Source: an optimization exercise on an open RTL-to-GDS flow (aim: small area). Production flows keep margins and buffers that such runs may drop. Only simulation tests tie the RTL to the original design; equivalence was not proved. Power figures rest on the tool's default switching activity, not on a simulated workload.

## lane 1
// money
module money(reset,CLK, M0, M1, M2, M3, M4, M5, ti , wi, ci, B1, B2, B3, C1, C2, C3, C4, rr, out, To, Wo, Co, Bo, C, so, RRo);
clock: 5.0 ns
lec_check: 0
cap_margin: 20
core_margin: 2
core_utilization: 40
gpl_timing_driven: 0
slew_margin: 20
standard.sh (not shown) runs the stock make flow with config.mk's settings and CLKGATE_MAP_FILE= SYNTH_SCRIPT=/design/flow/synth_recipe.tcl, a recipe that flattens the netlist after the stock synthesis.
==> flow/flow/run.sh <==
#!/bin/bash
# Own layout flow: the standard ORFS flow (standard.sh) with
#  - an area-oriented ABC mapping script for the combinational logic
#    (flip-flops are mapped by Yosys as in the standard synthesis, so their
#    names and cell types are unchanged),
#  - port buffers of the smallest buffer cell.
set -euo pipefail
W=$PWD
rm -rf "$W/myscripts"
cp -r "$FLOW_HOME/scripts" "$W/myscripts"
python3 - "$W/myscripts/synth_preamble.tcl" <<'PY'
import sys
p = sys.argv[1]
s = open(p).read()
key = "# Create argument list for stat"
assert key in s
s = s.replace(key, "if { [info exists ::env(MY_ABC_SCRIPT)] } {\n  set abc_script $::env(MY_ABC_SCRIPT)\n}\n" + key, 1)
open(p, "w").write(s)
PY
export SCRIPTS_DIR="$W/myscripts"
export MY_ABC_SCRIPT="$W/flow/abc.script"
if [[ -f "$W/flow/buffer_ports_args" ]]; then
  export BUFFER_PORTS_ARGS="$(cat "$W/flow/buffer_ports_args")"
fi
if [[ -f "$W/flow/cts_args" ]]; then
  export CTS_ARGS="$(cat "$W/flow/cts_args")"
fi
bash "$W/standard.sh" finish > "$W/flow_make.log" 2>&1
==> flow/flow/abc.script <==
strash
balance
rewrite
refactor
balance
rewrite
rewrite -z
balance
refactor -z
rewrite -z
balance
dch
map -a
==> flow/flow/buffer_ports_args <==
-buffer_cell sky130_fd_sc_hd__buf_1
==> flow/flow/cts_args <==
-sink_clustering_enable -repair_clock_nets -dont_use_dummy_load -buf_list sky130_fd_sc_hd__clkbuf_2 -root_buf sky130_fd_sc_hd__clkbuf_4 -sink_clustering_size 12 -sink_clustering_max_diameter 60
Looking at the reports, lane 1 completed the entire flow and the layout it produced met the timing, DRC and antenna checks.
[inputs] lane 2 vs lane 1
- GPL_TIMING_DRIVEN no longer set, was 0
-- flow/flow/run.sh --
<<< lane 1, line 24
fi
if [[ -f "$W/flow/cts_args" ]]; then
  export CTS_ARGS="$(cat "$W/flow/cts_args")"
fi
bash "$W/standard.sh" finish > "$W/flow_make.log" 2>&1
>>> lane 2, line 24
fi
bash "$W/standard.sh" finish > "$W/flow_make.log" 2>&1
removed: flow/flow/cts_args
==> comparison <==
From lane 1 to lane 2, number of well-tap cells placed did not move at all. Lane 2 vs lane 1, clock buffer instance count of the final layout went up by 1. Lane 1 and lane 2 ended up with nearly the same gate count of the mapped netlist. Looking at final worst-path cycle share, lane 2 sits 0.55 points lower than lane 1 does. Side by side, maximum vdd drop turned out lower in lane 2 than in lane 1. Lane 2 has average wire per cell in the routed design above what lane 1 had. The final reports for lane 2 and lane 1 show total routed wirelength higher in the former. STATUS total power: lane 2 loses against lane 1. Flip-flop and latch share of the layout cell area in lane 2 is 1.0 points below lane 1.
Inputs modified between lane 2 and lane 3:
- GPL_TIMING_DRIVEN newly set to 0
==> flow/flow/run.sh <==
#!/bin/bash
# Own layout flow: the standard ORFS flow (standard.sh) with
#  - an area-oriented ABC mapping script (flow/abc.script) for the
#    combinational logic; flip-flops are mapped by Yosys exactly as in the
#    standard synthesis, so their names and cell types are unchanged,
#  - extra settings from flow/env.sh (port buffer cell, clock tree options,
#    area recovery).
# Each tool's output is logged by ORFS under orfs/logs/; make's own output
# goes to flow_make.log.
set -euo pipefail
W=$PWD
rm -rf "$W/myscripts"
cp -r "$FLOW_HOME/scripts" "$W/myscripts"
python3 - "$W/myscripts/synth_preamble.tcl" <<'PY'
import sys
p = sys.argv[1]
s = open(p).read()
key = "# Create argument list for stat"
assert key in s
s = s.replace(key, "if { [info exists ::env(MY_ABC_SCRIPT)] } {\n  set abc_script $::env(MY_ABC_SCRIPT)\n}\n" + key, 1)
open(p, "w").write(s)
PY
export SCRIPTS_DIR="$W/myscripts"
export MY_ABC_SCRIPT="$W/flow/abc.script"
if [[ -f "$W/flow/env.sh" ]]; then
  source "$W/flow/env.sh"
fi
bash "$W/standard.sh" finish > "$W/flow_make.log" 2>&1
==> flow/flow/env.sh (new file) <==
export BUFFER_PORTS_ARGS="-buffer_cell sky130_fd_sc_hd__buf_1"
export CTS_ARGS="-sink_clustering_enable -repair_clock_nets -dont_use_dummy_load -buf_list sky130_fd_sc_hd__clkbuf_4 -root_buf sky130_fd_sc_hd__clkbuf_4 -sink_clustering_size 20 -sink_clustering_max_diameter 100"
export RECOVER_POWER=100
removed: flow/flow/buffer_ports_args
--- outcome ---
After detailed routing, lane 2 needs more wire than lane 3.
Re clock network area share: lane 2 and lane 3 aren't equal, and the higher value belongs to lane 2.
Against lane 2, lane 3 comes in 5.1 points higher on share of total power in sequential cells.
Here is what was changed in the inputs of lane 4 compared with lane 3.
==> flow/flow/env.sh <==
export BUFFER_PORTS_ARGS="-buffer_cell sky130_fd_sc_hd__buf_1"
export CTS_ARGS="-sink_clustering_enable -repair_clock_nets -dont_use_dummy_load -sink_clustering_size 12"
export RECOVER_POWER=100
Findings:
- Comparing the two runs side by side, lane 4 comes out ahead of lane 3 on headroom to the max-slew limit.
- The higher final hold slack of lane 4 and lane 3 is in lane 3.
- On total global routing track utilization, lane 4 tracks lane 3 almost exactly.
- Comparing fraction of standard cell area that is sequential for lane 4 and lane 3, the smaller number came from lane 4.
diff inputs: lane 4 => lane 5
==> flow/flow/run.sh <==
#!/bin/bash
# Own layout flow: the standard ORFS flow (standard.sh) with
#  - an area-oriented ABC mapping script for the combinational logic
#    (flip-flops are mapped by Yosys as in the standard synthesis, so their
#    names and cell types are unchanged),
#  - port buffers of the smallest buffer cell.
set -euo pipefail
W=$PWD
rm -rf "$W/myscripts"
cp -r "$FLOW_HOME/scripts" "$W/myscripts"
python3 - "$W/myscripts/synth_preamble.tcl" <<'PY'
import sys
p = sys.argv[1]
s = open(p).read()
key = "# Create argument list for stat"
assert key in s
s = s.replace(key, "if { [info exists ::env(MY_ABC_SCRIPT)] } {\n  set abc_script $::env(MY_ABC_SCRIPT)\n}\n" + key, 1)
open(p, "w").write(s)
PY
export SCRIPTS_DIR="$W/myscripts"
export MY_ABC_SCRIPT="$W/flow/abc.script"
if [[ -f "$W/flow/buffer_ports_args" ]]; then
  export BUFFER_PORTS_ARGS="$(cat "$W/flow/buffer_ports_args")"
fi
bash "$W/standard.sh" finish > "$W/flow_make.log" 2>&1
==> flow/flow/buffer_ports_args (new file) <==
-buffer_cell sky130_fd_sc_hd__buf_1
removed: flow/flow/env.sh
Results
Clock transition at the registers of the reported paths: lane 5 vs lane 4, no meaningful difference. Power per unit of standard cell area, lane 5 vs lane 4: up by a few percent. Going from lane 4 to lane 5, clock skew now smaller; die area comparable; share of the cycle needed by the critical path after routing comparable. Summary of lane 5 over lane 4: signed area change from the synthesized netlist to the final layout increased 2.3 points; clock share of power increased 5.5 points. Relative to lane 4, fraction of area in registers has gone down in lane 5. Status: worst hold slack parity (lane 5, lane 4). First-iteration DRC count of lane 5 falls short of that of lane 4 by a few percent. Re antenna diode count: no difference whatsoever between lane 4 and lane 5.

-- what the ideal ports hide --
No port has a modelled driver above. Below, the same layouts with a new extraction and two added sets of constraints.
Step 1 assumes that a clkbuf_16 drives the clock port and a buf_2 every other input.
Step 2 also shifts input and output timing later by t, the mid clock arrival at the registers, as if the neighbouring blocks saw the same clock.
Slacks: ideal ports / drivers / drivers and shift; pairs: ideal ports / drivers.
| run | shift t [ns] | setup slack, ns | worst register clock-pin slew, ns | pins driven straight from the clock port |
|---|---|---|---|---|
| lane 1 | 0.351 | 0.510 / 0.510 / 0.214 | 0.11 / 0.11 | 1 |
| lane 2 | 0.312 | 0.538 / 0.538 / 0.234 | 0.07 / 0.07 | 1 |
| lane 3 | 0.350 | 0.501 / 0.501 / 0.206 | 0.11 / 0.11 | 1 |
| lane 4 | 0.304 | 0.489 / 0.489 / 0.201 | 0.07 / 0.07 | 1 |
| lane 5 | 0.312 | 0.495 / 0.495 / 0.212 | 0.07 / 0.07 | 1 |
After both steps setup and hold are still met in every run listed. For lane 2, which loses most, drivers alone change the setup slack by 0.000 ns; drivers and shift together by -0.304 ns.
